This is an optimization exercise on Yosys and OpenROAD, whose aim is a short achievable clock period and few clock cycles, not a production implementation. Only the layout flow was run in this run; the RTL was not checked for function there. Power and IR drop assume default switching activity.

## design/flow/config.mk

```make
export PLATFORM = sky130hd
export DESIGN_NAME = mips_cpu
export DESIGN_NICKNAME = mips_cpu
export VERILOG_FILES = /design/flow/design.v
export SDC_FILE = /design/flow/constraint.sdc
export NUM_CORES = 8
export LEC_CHECK = 0
export ABC_CLOCK_PERIOD_IN_PS = 3000
export CAP_MARGIN = 20
export CORE_MARGIN = 2
export CORE_UTILIZATION = 55
export PLACE_DENSITY = 0.72
export SETUP_SLACK_MARGIN = 5
export SLEW_MARGIN = 20
export SYNTH_HIERARCHICAL = 1
```

## design/flow/constraint.sdc

```tcl
create_clock -name core_clock -period 10.5 [get_ports {clk}]
set_input_delay 2.1000 -clock core_clock [delete_from_list [all_inputs] [get_ports {clk}]]
set_output_delay 2.1000 -clock core_clock [all_outputs]
set_load 0.01 [all_outputs]
```

## design/flow/design.v

```verilog
module XAlu (
    input  [31:0] x_A,
    input  [31:0] x_B,
    input  [4:0]  x_sh,
    input  [31:0] x_pc4,
    input         x_s_add, x_s_sub, x_s_slt, x_s_sltu, x_s_lg,
    input  [3:0]  x_lt,
    input         x_sel_sll, x_sel_srl, x_sel_sra, x_sel_link,
    output [31:0] x_res
);
    wire [31:0] A = x_A;
    wire [31:0] B = x_B;
    genvar gi;
    wire [31:0] sum = A + B;
    wire [32:0] dif = {1'b0, A} - {1'b0, B};
    wire [31:0] lg;
    generate for (gi = 0; gi < 32; gi = gi + 1) begin : g_lg
        assign lg[gi] = x_lt[{A[gi], B[gi]}];
    end endgenerate
    wire [31:0] shl = B << x_sh;
    wire [31:0] shr = B >> x_sh;
    wire [31:0] sha = shr | ({32{B[31]}} & ~(32'hffffffff >> x_sh));
    wire [31:0] other =
        {31'b0, (x_s_slt & dif[31]) | (x_s_sltu & dif[32])} |
        ({32{x_s_lg}} & lg) |
        ({32{x_sel_sll}} & shl) |
        ({32{x_sel_srl}} & shr) |
        ({32{x_sel_sra}} & sha) |
        ({32{x_sel_link}} & x_pc4);
    assign x_res = ({32{x_s_add}} & sum) | ({32{x_s_sub}} & dif[31:0]) | other;
endmodule
module XBr (
    input  [31:0] x_A,
    input  [31:0] x_B,
    input  [31:0] x_xt,         
    input         x_kill,
    input         x_m_eq, x_m_ne, x_m_lez, x_m_gtz, x_m_sg, x_m_nsg, x_m_jr,
    output        redirect
);
    wire eq = (x_A == x_B);
    wire sg = x_A[31];
    wire ne_jr = (x_A != x_xt);
    wire k = ~x_kill;
    assign redirect = (k & x_m_eq & eq) | (k & x_m_ne & ~eq) | (k & x_m_lez & (sg | eq)) |
                      (k & x_m_gtz & ~(sg | eq)) | (k & x_m_sg & sg) | (k & x_m_nsg & ~sg) |
                      (k & x_m_jr & ne_jr);
endmodule
module FDec (
    input  [31:0] ins,
    input  [31:0] f_pc4,
    input  [31:0] spec31,
    input  [31:0] spec26,
    input  [31:0] pc,
    input  [4:0]  x_rd,
    input         x_load,
    output [4:0]  i_dest,
    output        use_rs,
    output        use_rt,
    output        i_imm_op,
    output [31:0] immv,
    output        x_hit_a,
    output        x_hit_b,
    output        stall,
    output        i_br,
    output        i_br_t,
    output        f1_set,
    output        f_other_t,
    output [31:0] f_other,
    output [31:0] f_next,
    output        i_spec31,
    output        i_spec26,
    output        i_lw,
    output        i_sw,
    output        i_isjr,
    output        m_eq, m_ne, m_lez, m_gtz, m_sg, m_nsg,
    output        s_add, s_sub, s_slt, s_sltu, s_lg,
    output [3:0]  lt,
    output        s_sll, s_srl, s_sra, s_link
);
    wire [5:0]  op  = ins[31:26];
    wire [5:0]  fn  = ins[5:0];
    wire [4:0]  rs  = ins[25:21];
    wire [4:0]  rt  = ins[20:16];
    wire [4:0]  rdf = ins[15:11];
    wire [15:0] imm = ins[15:0];
    wire i_rtype = (op == 6'h00);
    wire i_jr    = i_rtype & (fn == 6'h08);
    wire i_jalr  = i_rtype & (fn == 6'h09);
    wire i_jal   = (op == 6'h03);
    wire i_j     = (op == 6'h02) | i_jal;
    wire i_beq   = (op == 6'h04);
    wire i_bne   = (op == 6'h05);
    wire i_blez  = (op == 6'h06);
    wire i_bgtz  = (op == 6'h07);
    wire i_bltz  = (op == 6'h01);
    assign i_br  = i_beq | i_bne | i_blez | i_bgtz | i_bltz;
    wire i_iadd  = (op == 6'h08) | (op == 6'h09);
    wire i_slti  = (op == 6'h0a);
    wire i_sltiu = (op == 6'h0b);
    wire i_andi  = (op == 6'h0c);
    wire i_lui   = (op == 6'h0f);
    assign i_lw  = (op == 6'h23);
    assign i_sw  = (op == 6'h2b);
    wire i_undef = ~((op <= 6'h0c) | i_lui | i_lw | i_sw);
    assign i_imm_op = i_iadd | i_slti | i_sltiu | i_andi | i_lui | i_lw | i_sw;
    assign i_isjr = i_jr | i_jalr;
    wire f_sub  = i_rtype & ((fn == 6'h22) | (fn == 6'h23));
    wire f_and  = i_rtype & (fn == 6'h24);
    wire f_or   = i_rtype & (fn == 6'h25);
    wire f_xor  = i_rtype & (fn == 6'h26);
    wire f_nor  = i_rtype & (fn == 6'h27);
    wire f_slt  = i_rtype & (fn == 6'h2a);
    wire f_sltu = i_rtype & (fn == 6'h2b);
    wire f_sll  = i_rtype & (fn == 6'h00);
    wire f_srl  = i_rtype & (fn == 6'h02);
    wire f_sra  = i_rtype & (fn == 6'h03);
    wire f_add  = i_rtype & ~(f_sub | f_and | f_or | f_xor | f_nor | f_slt | f_sltu |
                              f_sll | f_srl | f_sra | i_jr | i_jalr);
    assign i_dest =
        i_rtype ? (i_jr ? 5'd0 : rdf) :
        i_jal   ? 5'd31 :
        i_undef ? 5'd26 :
        (i_imm_op & ~i_sw) ? rt : 5'd0;
    assign use_rs = ~(i_j | i_undef);
    assign use_rt = (i_rtype & ~i_jr & ~i_jalr) | i_sw | i_beq | i_bne | i_blez | i_bgtz;
    assign x_hit_a = (x_rd != 5'd0) & (x_rd == rs);
    assign x_hit_b = (x_rd != 5'd0) & (x_rd == rt);
    assign stall = x_load & ((use_rs & x_hit_a) | (use_rt & x_hit_b));
    wire [31:0] sext = {{16{imm[15]}}, imm};
    assign immv = i_lui ? {imm, 16'h0000} : i_andi ? {16'h0000, imm} : sext;
    wire [31:0] f_jt  = {f_pc4[31:28], ins[25:0], 2'b00};
    wire rs_eq_rt = (rs == rt);
    wire i_bpred = imm[15] | (i_beq & rs_eq_rt) | (i_bne & ~rs_eq_rt);
    assign i_br_t  = i_br & i_bpred;
    wire i_jr31  = (i_jr | i_jalr) & (rs == 5'd31);
    wire i_jr26  = (i_jr | i_jalr) & (rs == 5'd26);
    assign f_other =
        ({32{i_j}} & f_jt) |
        ({32{i_undef}} & 32'h80000008) |
        ({32{i_jr31}} & spec31) |
        ({32{i_jr26}} & spec26);
    assign f_other_t = i_j | i_undef | i_jr31 | i_jr26;
    wire short = (imm[15:5] == 11'h000) | (imm[15:5] == 11'h7ff);
    wire [7:0] lo = {1'b0, pc[7:2], 1'b1} + {1'b0, imm[5:0], 1'b1};    
    wire same_blk = (imm[15] ? lo[7] : ~lo[7]) & (pc[7:2] != 6'h3f);
    wire [31:0] f_sbt = {pc[31:8], lo[6:1], 2'b00};
    wire take_s = i_br & i_bpred & short & same_blk;
    wire [31:0] f_seq = take_s ? f_sbt : f_pc4;
    assign f_next = f_other_t ? f_other : f_seq;
    assign f1_set = i_br & i_bpred & ~(short & same_blk);
    assign i_spec31 = i_jal | (i_jalr & (rdf == 5'd31));
    assign i_spec26 = i_undef;
    assign m_eq  = i_br_t ? i_bne  : i_beq;
    assign m_ne  = i_br_t ? i_beq  : i_bne;
    assign m_lez = i_br_t ? i_bgtz : i_blez;
    assign m_gtz = i_br_t ? i_blez : i_bgtz;
    assign m_sg  = ~i_br_t & i_bltz;
    assign m_nsg = i_br_t & i_bltz;
    assign s_add  = f_add | i_iadd | i_lui | i_lw | i_sw;
    assign s_sub  = f_sub;
    assign s_slt  = f_slt | i_slti;
    assign s_sltu = f_sltu | i_sltiu;
    assign s_lg   = f_and | i_andi | f_or | f_xor | f_nor;
    assign lt     = (f_and | i_andi) ? 4'b1000 : f_or ? 4'b1110 : f_xor ? 4'b0110 : 4'b0001;
    assign s_sll  = f_sll;
    assign s_srl  = f_srl;
    assign s_sra  = f_sra;
    assign s_link = i_jal | i_jalr | i_undef;
endmodule
module FPc (
    input  [31:0] ins,
    input  [31:0] pc,
    input         f1,           
    output [31:0] f_pc4,
    output [5:0]  lo,           
    output        s_f1, s_hold, s_j, s_und, s_j31, s_j26, s_br, s_seq,
    output        s_up          
);
    PcInc inc(.pc(pc), .pc4(f_pc4));
    wire i_j, i_undef, i_jr31, i_jr26, seq;
    FSel fsel(.ins(ins), .i_j(i_j), .i_undef(i_undef), .i_jr31(i_jr31), .i_jr26(i_jr26),
              .seq(seq));
    wire take_s;
    FTake ftake(.ins(ins), .pc_lo(pc[7:2]), .take_s(take_s), .lo(lo));
    wire go = ~f1;
    assign s_f1   = f1;
    assign s_hold = 1'b0;
    assign s_j    = go & i_j;
    assign s_und  = go & i_undef;
    assign s_j31  = go & i_jr31;
    assign s_j26  = go & i_jr26;
    assign s_br   = go & seq & take_s;
    assign s_seq  = go & seq & ~take_s;
    assign s_up   = go & seq;
endmodule
module PcInc (
    input  [31:0] pc,
    output [31:0] pc4
);
    assign pc4 = {pc[31], pc[30:2] + 29'd1, 2'b00};
endmodule
module FSel (
    input  [31:0] ins,
    output        i_j,
    output        i_undef,
    output        i_jr31,
    output        i_jr26,
    output        seq
);
    wire [5:0] op = ins[31:26];
    wire [5:0] fn = ins[5:0];
    wire [4:0] rs = ins[25:21];
    wire i_jrx = (op == 6'h00) & (fn[5:1] == 5'b00100);      
    assign i_j     = (op[5:1] == 5'b00001);                 
    assign i_undef = ~((op <= 6'h0c) | (op == 6'h0f) | (op == 6'h23) | (op == 6'h2b));
    assign i_jr31  = i_jrx & (rs == 5'd31);
    assign i_jr26  = i_jrx & (rs == 5'd26);
    assign seq = ~(i_j | i_undef | i_jr31 | i_jr26);
endmodule
module FTake (
    input  [31:0] ins,
    input  [5:0]  pc_lo,        
    output        take_s,
    output [5:0]  lo
);
    wire [5:0]  op  = ins[31:26];
    wire [4:0]  rs  = ins[25:21];
    wire [4:0]  rt  = ins[20:16];
    wire [15:0] imm = ins[15:0];
    wire i_beq = (op == 6'h04);
    wire i_bne = (op == 6'h05);
    wire i_br  = (op[5:2] == 4'b0001) | (op == 6'h01);
    wire rs_eq_rt = (rs == rt);
    wire i_bpred = imm[15] | (i_beq & rs_eq_rt) | (i_bne & ~rs_eq_rt);
    assign take_s = i_br & i_bpred & (pc_lo != 6'h3f);
    wire [6:0] s = {pc_lo, 1'b1} + {imm[5:0], 1'b1};    
    assign lo = s[6:1];
endmodule
module FStall (
    input  [31:0] ins,
    input  [4:0]  x_rd,
    input         x_load,
    output        stall
);
    wire [5:0] op = ins[31:26];
    wire [5:0] fn = ins[5:0];
    wire [4:0] rs = ins[25:21];
    wire [4:0] rt = ins[20:16];
    wire i_rtype = (op == 6'h00);
    wire i_jrx   = i_rtype & (fn[5:1] == 5'b00100);
    wire i_j     = (op[5:1] == 5'b00001);
    wire i_undef = ~((op <= 6'h0c) | (op == 6'h0f) | (op == 6'h23) | (op == 6'h2b));
    wire use_rs  = ~(i_j | i_undef);
    wire use_rt  = (i_rtype & ~i_jrx) | (op == 6'h2b) | (op[5:2] == 4'b0001);
    assign stall = x_load & (x_rd != 5'd0) &
                   ((use_rs & (x_rd == rs)) | (use_rt & (x_rd == rt)));
endmodule
module PcMux #(parameter [31:0] INV = 32'h0) (
    input         redirect,
    input  [31:0] A,            
    input  [31:0] x_pc4,
    input  [31:0] x_bt,
    input         x_ptaken,
    input         x_isjr,
    input         s_f1, s_hold, s_j, s_und, s_j31, s_j26, s_br, s_seq, s_up,
    input  [31:0] f1_tgt,
    input  [31:0] pc,
    input  [31:0] f_pc4,
    input  [31:0] jt,
    input  [31:0] spec31,
    input  [31:0] spec26,
    input  [5:0]  lo,
    output [31:0] pc_d
);
    wire [31:0] redirect_pc = x_isjr ? A : x_ptaken ? x_pc4 : x_bt;
    wire [31:0] nrm =
        ({32{s_f1}} & f1_tgt) |
        ({32{s_hold}} & pc) |
        ({32{s_j}} & jt) |
        ({32{s_und}} & 32'h80000008) |
        ({32{s_j31}} & spec31) |
        ({32{s_j26}} & spec26) |
        {{24{s_up}} & f_pc4[31:8], ({6{s_br}} & lo) | ({6{s_seq}} & f_pc4[7:2]), 2'b00};
    wire [31:0] d = redirect ? redirect_pc : nrm;
    assign pc_d = d ^ INV;
endmodule
module BrTgt (
    input  [31:0] pc4,
    input  [15:0] off,
    output [31:0] bt
);
    wire [30:0] s = pc4[30:0] + {{13{off[15]}}, off, 2'b00};
    assign bt = {pc4[31], s};
endmodule
module RegFile (
    input         clk,
    input         rst_n,
    input  [4:0]  ra,
    input  [4:0]  rb,
    output [31:0] da,
    output [31:0] db,
    input  [4:0]  wa,    
    input  [31:0] wd
);
    reg [31:0] r [1:31];
    wire [31:0] q [0:31];
    genvar i;
    assign q[0] = 32'h0;
    generate for (i = 1; i < 32; i = i + 1) begin : g_r
        always @(posedge clk or negedge rst_n) begin
            if (!rst_n) r[i] <= 32'h0;
            else if (wa == i) r[i] <= wd;
        end
        assign q[i] = r[i];
    end endgenerate
    wire [31:0] a1 [0:7];
    wire [31:0] b1 [0:7];
    wire [31:0] a2 [0:1];
    wire [31:0] b2 [0:1];
    generate for (i = 0; i < 8; i = i + 1) begin : g_l1
        assign a1[i] = ra[1] ? (ra[0] ? q[4*i+3] : q[4*i+2]) : (ra[0] ? q[4*i+1] : q[4*i]);
        assign b1[i] = rb[1] ? (rb[0] ? q[4*i+3] : q[4*i+2]) : (rb[0] ? q[4*i+1] : q[4*i]);
    end endgenerate
    generate for (i = 0; i < 2; i = i + 1) begin : g_l2
        assign a2[i] = ra[3] ? (ra[2] ? a1[4*i+3] : a1[4*i+2]) : (ra[2] ? a1[4*i+1] : a1[4*i]);
        assign b2[i] = rb[3] ? (rb[2] ? b1[4*i+3] : b1[4*i+2]) : (rb[2] ? b1[4*i+1] : b1[4*i]);
    end endgenerate
    assign da = ra[4] ? a2[1] : a2[0];
    assign db = rb[4] ? b2[1] : b2[0];
endmodule
module mips_cpu (
    input         clk,
    input         rst_n,
    output [31:0] imem_addr,
    input  [31:0] imem_data,
    output        dmem_re,
    output        dmem_we,
    output [31:0] dmem_addr,
    output [31:0] dmem_wdata,
    input  [31:0] dmem_rdata
);
    reg  [31:0] pc_n;           
    reg  [31:0] pc_out;         
    wire [31:0] pc = ~pc_n;
    reg  [31:0] spec31, spec26;  
    reg         f1_redir;       
    reg  [31:0] f1_pc4;         
    reg  [15:0] f1_off;
    reg         f1_rp;          
    reg  [31:0] f1_rpc;
    wire [31:0] f1_bt, f1_tgt;
    reg         x_valid;        
    reg         x_kill;         
    wire        x_live = x_valid & ~x_kill;
    reg  [31:0] x_A, x_B, x_S;  
    reg  [4:0]  x_sh;
    reg  [31:0] x_pc4;
    reg  [15:0] x_off;          
    wire [31:0] x_bt;           
    reg         x_ptaken;
    reg  [4:0]  x_rd;           
    reg  [4:0]  x_rdl;          
    reg         x_loadl;        
    reg         x_load, x_store;
    reg         x_isjr;
    reg         x_m_eq, x_m_ne, x_m_lez, x_m_gtz, x_m_sg, x_m_nsg, x_m_jr;
    reg         x_s_add, x_s_sub, x_s_slt, x_s_sltu, x_s_lg;
    reg  [3:0]  x_lt;           
    reg         x_sel_sll, x_sel_srl, x_sel_sra, x_sel_link;
    reg  [31:0] m_addr;         
    reg  [31:0] m_wb;           
    reg  [31:0] m_sdata;
    reg         m_we, m_re;
    reg  [4:0]  m_rd;           
    reg         m_load;
    assign imem_addr  = {~pc_out[31], pc_out[30:0]};
    assign dmem_addr  = m_addr;
    assign dmem_wdata = m_sdata;
    assign dmem_we    = m_we;
    assign dmem_re    = m_re;
    wire [31:0] m_wdata = m_load ? dmem_rdata : m_wb;
    wire [31:0] ins = imem_data;
    wire [4:0]  rs  = ins[25:21];
    wire [4:0]  rt  = ins[20:16];
    wire [31:0] rf_a, rf_b;
    RegFile rgf(.clk(clk), .rst_n(rst_n),
                .ra(rs), .rb(rt), .da(rf_a), .db(rf_b),
                .wa(m_rd), .wd(m_wdata));
    wire m_hit_a = (m_rd != 5'd0) & (m_rd == rs);
    wire m_hit_b = (m_rd != 5'd0) & (m_rd == rt);
    wire [31:0] f_pc4 = {pc[31], pc[30:2] + 29'd1, 2'b00};
    BrTgt f1t(.pc4(f1_pc4), .off(f1_off), .bt(f1_bt));
    assign f1_tgt = f1_rp ? f1_rpc : f1_bt;
    BrTgt xbt(.pc4(x_pc4), .off(x_off), .bt(x_bt));
    wire [4:0]  i_dest;
    wire        use_rs, use_rt, i_imm_op, x_hit_a, x_hit_b, stall, i_br, i_br_t, f1_set;
    wire        f_other_t, i_spec31, i_spec26, i_lw, i_sw, i_isjr;
    wire [31:0] immv, f_other, f_next;
    wire        d_m_eq, d_m_ne, d_m_lez, d_m_gtz, d_m_sg, d_m_nsg;
    wire        d_s_add, d_s_sub, d_s_slt, d_s_sltu, d_s_lg;
    wire [3:0]  d_lt;
    wire        d_s_sll, d_s_srl, d_s_sra, d_s_link;
    FDec fdec(.ins(ins), .f_pc4(f_pc4), .spec31(spec31), .spec26(spec26),
              .pc(pc),
              .x_rd(x_rdl), .x_load(x_loadl),
              .i_dest(i_dest), .use_rs(use_rs), .use_rt(use_rt), .i_imm_op(i_imm_op),
              .immv(immv), .x_hit_a(x_hit_a), .x_hit_b(x_hit_b), .stall(stall),
              .i_br(i_br), .i_br_t(i_br_t), .f1_set(f1_set), .f_other_t(f_other_t),
              .f_other(f_other), .f_next(f_next), .i_spec31(i_spec31),
              .i_spec26(i_spec26), .i_lw(i_lw), .i_sw(i_sw), .i_isjr(i_isjr),
              .m_eq(d_m_eq), .m_ne(d_m_ne), .m_lez(d_m_lez), .m_gtz(d_m_gtz),
              .m_sg(d_m_sg), .m_nsg(d_m_nsg),
              .s_add(d_s_add), .s_sub(d_s_sub), .s_slt(d_s_slt), .s_sltu(d_s_sltu),
              .s_lg(d_s_lg), .lt(d_lt), .s_sll(d_s_sll), .s_srl(d_s_srl),
              .s_sra(d_s_sra), .s_link(d_s_link));
    wire [31:0] x_res;
    XAlu xalu(.x_A(x_A), .x_B(x_B),
              .x_sh(x_sh), .x_pc4(x_pc4),
              .x_s_add(x_s_add), .x_s_sub(x_s_sub), .x_s_slt(x_s_slt),
              .x_s_sltu(x_s_sltu), .x_s_lg(x_s_lg), .x_lt(x_lt),
              .x_sel_sll(x_sel_sll), .x_sel_srl(x_sel_srl), .x_sel_sra(x_sel_sra),
              .x_sel_link(x_sel_link), .x_res(x_res));
    wire redirect, redirect2;
    XBr xbr2(.x_A(x_A), .x_B(x_B),
            .x_xt(pc), .x_kill(x_kill), .x_m_eq(x_m_eq), .x_m_ne(x_m_ne), .x_m_lez(x_m_lez),
            .x_m_gtz(x_m_gtz), .x_m_sg(x_m_sg), .x_m_nsg(x_m_nsg), .x_m_jr(x_m_jr),
            .redirect(redirect2));
    XBr xbr(.x_A(x_A), .x_B(x_B),
            .x_xt(pc), .x_kill(x_kill), .x_m_eq(x_m_eq), .x_m_ne(x_m_ne), .x_m_lez(x_m_lez),
            .x_m_gtz(x_m_gtz), .x_m_sg(x_m_sg), .x_m_nsg(x_m_nsg), .x_m_jr(x_m_jr),
            .redirect(redirect));
    wire [31:0] f_pc4_p, f_pc4_p2;
    wire [5:0] lo_p, lo_p2;
    wire p_f1, p_hold, p_j, p_und, p_j31, p_j26, p_br, p_seq, p_up;
    wire q_f1, q_hold, q_j, q_und, q_j31, q_j26, q_br, q_seq, q_up;
    FPc fpc(.ins(ins), .pc(pc), .f1(f1_live),
            .f_pc4(f_pc4_p), .lo(lo_p),
            .s_f1(p_f1), .s_hold(p_hold), .s_j(p_j), .s_und(p_und), .s_j31(p_j31),
            .s_j26(p_j26), .s_br(p_br), .s_seq(p_seq), .s_up(p_up));
    FPc fpc2(.ins(ins), .pc(pc), .f1(f1_live),
            .f_pc4(f_pc4_p2), .lo(lo_p2),
            .s_f1(q_f1), .s_hold(q_hold), .s_j(q_j), .s_und(q_und), .s_j31(q_j31),
            .s_j26(q_j26), .s_br(q_br), .s_seq(q_seq), .s_up(q_up));
    wire [31:0] pc_d, pc_dn;
    PcMux #(.INV(32'h80000000)) pcm(.redirect(redirect), .A(x_A), .x_pc4(x_pc4), .x_bt(x_bt),
               .x_ptaken(x_ptaken), .x_isjr(x_isjr),
               .s_f1(p_f1), .s_hold(p_hold), .s_j(p_j), .s_und(p_und), .s_j31(p_j31),
               .s_j26(p_j26), .s_br(p_br), .s_seq(p_seq), .s_up(p_up),
               .f1_tgt(f1_tgt), .pc(pc), .f_pc4(f_pc4_p),
               .jt({f_pc4_p[31:28], ins[25:0], 2'b00}), .spec31(spec31), .spec26(spec26),
               .lo(lo_p), .pc_d(pc_d));
    PcMux #(.INV(32'hffffffff)) pcm2(.redirect(redirect2), .A(x_A), .x_pc4(x_pc4), .x_bt(x_bt),
               .x_ptaken(x_ptaken), .x_isjr(x_isjr),
               .s_f1(q_f1), .s_hold(q_hold), .s_j(q_j), .s_und(q_und), .s_j31(q_j31),
               .s_j26(q_j26), .s_br(q_br), .s_seq(q_seq), .s_up(q_up),
               .f1_tgt(f1_tgt), .pc(pc), .f_pc4(f_pc4_p2),
               .jt({f_pc4_p2[31:28], ins[25:0], 2'b00}), .spec31(spec31), .spec26(spec26),
               .lo(lo_p2), .pc_d(pc_dn));
    wire f1_live = f1_redir & ~x_kill;
    wire f_go = ~f1_live & ~stall;
    always @(posedge clk or negedge rst_n) begin
        if (!rst_n) begin
            pc_n <= 32'h7fffffff;
            pc_out <= 32'h0;
            m_addr <= 32'h0;
            m_wb <= 32'hffffffff;
            spec31 <= 32'h0;
            spec26 <= 32'h0;
            f1_redir <= 1'b0;
            x_valid <= 1'b0;
            x_kill <= 1'b0;
            x_rd <= 5'd0;
            x_rdl <= 5'd0;
            x_loadl <= 1'b0;
            x_load <= 1'b0;
            x_store <= 1'b0;
            x_isjr <= 1'b0;
            x_m_eq <= 1'b0; x_m_ne <= 1'b0; x_m_lez <= 1'b0; x_m_gtz <= 1'b0;
            x_m_sg <= 1'b0; x_m_nsg <= 1'b0; x_m_jr <= 1'b0;
            m_we <= 1'b0;
            m_re <= 1'b0;
            m_rd <= 5'd0;
        end else begin
            pc_n <= pc_dn;
            pc_out <= pc_d;
            m_addr <= x_res;
            m_wb <= x_res;
            if (~stall) begin
                if (i_spec31) spec31 <= f_pc4;
                if (i_spec26) spec26 <= f_pc4;
            end
            f1_redir <= (f_go & f1_set) | (~f1_live & stall);
            x_kill <= redirect;
            x_valid <= f_go;
            x_rdl <= (f_go & ~redirect) ? i_dest : 5'd0;
            x_loadl <= f_go & ~redirect & i_lw;
            if (f_go) begin
                x_rd <= i_dest;
                x_load <= i_lw;
                x_store <= i_sw;
                x_isjr <= i_isjr;
                x_m_eq  <= d_m_eq;
                x_m_ne  <= d_m_ne;
                x_m_lez <= d_m_lez;
                x_m_gtz <= d_m_gtz;
                x_m_sg  <= d_m_sg;
                x_m_nsg <= d_m_nsg;
                x_m_jr  <= i_isjr;
            end else begin
                x_rd <= 5'd0;
                x_load <= 1'b0;
                x_store <= 1'b0;
                x_isjr <= 1'b0;
                x_m_eq <= 1'b0; x_m_ne <= 1'b0; x_m_lez <= 1'b0; x_m_gtz <= 1'b0;
                x_m_sg <= 1'b0; x_m_nsg <= 1'b0; x_m_jr <= 1'b0;
            end
            m_we <= x_live & x_store;
            m_re <= x_live & x_load;
            m_rd <= x_live ? x_rd : 5'd0;
        end
    end
    always @(posedge clk) begin
        f1_pc4 <= f_pc4;
        f1_rp <= stall;
        f1_rpc <= pc;
        f1_off <= ins[15:0];
        x_A <= (use_rs & x_hit_a) ? x_res : m_hit_a ? m_wdata : rf_a;
        x_B <= i_imm_op ? immv : (use_rt & x_hit_b) ? x_res : m_hit_b ? m_wdata : rf_b;
        x_S <= x_hit_b ? x_res : m_hit_b ? m_wdata : rf_b;
        x_sh <= ins[10:6];
        x_pc4 <= f_pc4;
        x_off <= ins[15:0];
        x_ptaken <= i_br_t;
        x_s_add  <= d_s_add;
        x_s_sub  <= d_s_sub;
        x_s_slt  <= d_s_slt;
        x_s_sltu <= d_s_sltu;
        x_s_lg   <= d_s_lg;
        x_lt     <= d_lt;
        x_sel_sll  <= d_s_sll;
        x_sel_srl  <= d_s_srl;
        x_sel_sra  <= d_s_sra;
        x_sel_link <= d_s_link;
        m_sdata <= x_S;
        m_load <= x_live & x_load;     
    end
endmodule
```

## design/flow/flow/run.sh

```bash
#!/bin/bash
set -euo pipefail
bash standard.sh SETUP_SLACK_MARGIN=7.5 finish > flow_standard.log 2>&1
```

## design/flow/standard.sh

```bash
#!/bin/bash
# synth_recipe.tcl (not shown) runs the flow's synth.tcl, then flattens the netlist and writes it again
# the make line also repeats each setting of config.mk as NAME=value (left out here)
make -C /OpenROAD-flow-scripts/flow DESIGN_CONFIG=/design/flow/config.mk WORK_HOME=/design/flow/orfs CLKGATE_MAP_FILE= SYNTH_SCRIPT=/design/flow/synth_recipe.tcl "${@:-finish}"
```

==> run notes <==
-- metrics by stage --
stage | std cells | total power [mW] | cell area [sq um]
after floorplan | 7957 | 13.0 | 90900
after global placement | 9726 | 15.6 | 93100
after detailed placement | 9726 | 15.9 | 93100
after CTS | 10700 | 23.7 | 113000
after global routing | 10900 | 25.9 | 118000
final | 10900 | 25.5 | 118000
-- timing repair --
action                                  in CTS  in global routing
resized for setup                         1946                498
gates cloned                               174                 16
endpoints found under the setup margin    1687               1417
setup buffers                              505                191
hold buffers                                 0                  0
pin swaps                                  374                256
-- cells in the final DEF, fill, tap and decap left out, drive strengths merged, types with 100 or more instances in the layout --
cell type     n
clkbuf      243
inv         187
nor2        316
a22o        198
o31ai       114
ha          138
mux4        444
a222oi      117
a211oi      100
dfrtp      1147
dfxtp       221
and2        136
o311ai      104
mux2       1139
o22ai       115
o21ai       245
a21oi       183
xnor2       220
nand2       434
nand4       123
mux2i       326
nand3       121
buf        1111
-- registers in the layout, indices dropped and copies added, names as in the netlist, 16 cells and up --
name and cells:
f1_rpc 31, m_addr 32, m_sdata 32, m_wb 32, pc_n 32, pc_out 32
rgf.r 992, spec26 30, spec31 30, x_A 32, x_B 32, x_S 32
x_off 16, x_pc4 30
-- worst max-delay path, delay by kind of cell, from the launching register on --
| kind | cells | cell delay [ns] |
|---|---|---|
| DFF | 1 | 0.38 |
| AOI/OAI and AO/OA | 2 | 1.08 |
| buffers and inverters | 1 | 0.64 |
| xor gates and xnor gates | 1 | 0.17 |
| and+or+nand+nor | 4 | 1.83 |
-- report_power, final --
| group | leakage [nW] | internal, mW | switching, mW |
|---|---|---|---|
| clock network | 2.62 | 3.33 | 2.60 |
| logic | 29.9 | 5.05 | 6.36 |
| registers | 17.8 | 6.91 | 1.30 |
| total | 50.3 | 15.3 | 10.2 |
-- routing by layer --
layer	vias to the layer above	global-route usage, %
met4	45	42.3
met5	-	1.32
met3	3606	22.4
met2	8699	68.6
li1	31700	-
met1	41900	54.9
-- area by class of cell --
cell class              count  area [sq um]  share of cell area (%)
multi-input cells        5542         57700                    49.0
flip-flops and latches   1431         34900                    29.6
repair buffers           1199         15700                    13.3
clock buffers             235          4620                    3.93
well taps                2175          2720                    2.31
inverters                 233          1090                   0.928
clock inverters            54           774                   0.657
repair inverters           33           245                   0.208
diodes                     21          52.6                  0.0446
-- worst paths after layout --
kind                       startpoint       endpoint  slack (ns)  cells past startpoint
setup reg to reg              pc_n[3]       pc_n[19]        6.24                      8
min in group asynchronous       rst_n  rgf.r[18][31]        1.13                      1
setup / recovery              pc_n[3]       pc_n[19]        6.24                      8
hold / removal                x_S[12]    m_sdata[12]        0.33                      0
max in group asynchronous       rst_n      m_addr[9]        7.84                      3
hold reg to reg               x_S[12]    m_sdata[12]        0.33                      0
==> results.cfg <==
[timing]
rsz0062_at_grt = true
setup_slack_ns = 6.24
hold_violations = 0
relSlewSlack_pct = 2.41
max_slew.worst_pin.slew_ns = 1.46
fin_crit_sh_pct = 40.5
fmax_mhz = 235
setup_viol_count_final = 0
maxSlewViolCount = 0
tns_ns = 0
hold_ws_ns = 0.329
fin_skew_ns = 0.0509
fin_crit_ns = 4.26

[logic_synthesis]
syn_area_per_cell_sq_um = 11.3
synth_cells = 7936
yosys_warnings = 9
synth_area_sq_mm = 0.0900

[die]
dieHeight_microns = 409
ioPinCount = 164
die_x_microns = 409
rows = 148
start_util_pct = 55.4
design.die.area_sq_mm = 0.167
core_sq_mm = 0.163

[worst_setup_path]
path_cells = inv_1, and2_1, nand3_1, nor4_1, xnor2_1, a222oi_1, nand2_1, o221ai_2
worstPathRequired_ns = 11.29
end_kind = flop
critPathLaunchType = flop
critPathArrivalTime_ns = 5.05
crit_slowest_cell = a222oi_1
critPathKind = reg -> reg
path_max_fanout = 16
max_stage_delay_ns = 0.81

[layout]
fin_nets = 8808
fin_util_pct = 72.5
nFillCells = 9905
syn2layout_area_growth_pct = 30.9
drive_gt1_share_pct = 47.7

[clock_network]
clockBufferDepth = 3
cts.clk_slew.worst_paths_ns = 0.07
cts_buffers = 157
clock_latency_ns = 0.92
h-tree-depth = 4
cts_tree = built
clock-sinks = 1431
cts_root_buf = clkbuf_16

[routing]
top_layer = met5
wl_met3_mm = 71.8
drt-initial-drc-count = 17300
first_pass_iters = 28
route.antenna.remaining_nets = 0
drt-total-wl_mm = 439
met1_length_mm = 137
viasPerCell = 7.87
wl_per_cell_microns = 40.2
wl_met2_mm = 175
route.detailed.drc = 0
vias = 86000

[global_routing]
grt_pass1_wl_mm = 587
antenna_found_initial = 36
globalRouteTotalUtil_pct = 48.5
overflow = 0
grt_pass1_vias = 82200
grt_max_degree = 158

[placed_design]
port_buffers = 163
place_ws_ns = 4.86
dp_hpwl_mm = 212
place.gp.congestion = 0.983

[power_and_ir_drop]
power_density_mw_per_mm2 = 217
peakVddDrop_mv = 0.256
p_leak_nw = 50.3

[status]
status = complete, no violations

[hold_path]
hold_path.class = reg -> reg

[run]
drv_cap = 0

[what the ideal ports hide]
The results above use ideal ports. As a check the final layout listed here was re-extracted and re-timed, cells and wires unchanged. Step 1 sets driving cells, clkbuf_16 on the clock port and buf_2 on the other inputs (assumed; they add their load-dependent delay and slew). Step 2, shift: input delay + t, output delay - t, t = (earliest + latest rising clock arrival at the registers) / 2. This alone moves slack from input paths to output paths. Slacks: no drivers / after step 1 / after step 2; pairs: no drivers / after step 1.
shift t [ns]: 0.973
slack for setup (ns): 6.244 / 6.230 / 5.257
hold WS [ns]: 0.329 / 0.329 / 0.329
worst data-port slew with drivers (ns): 0.52
After both steps setup and hold are still met in this run. The setup slack of this run moves by -0.014 ns with the drivers and by -0.987 ns with both steps.
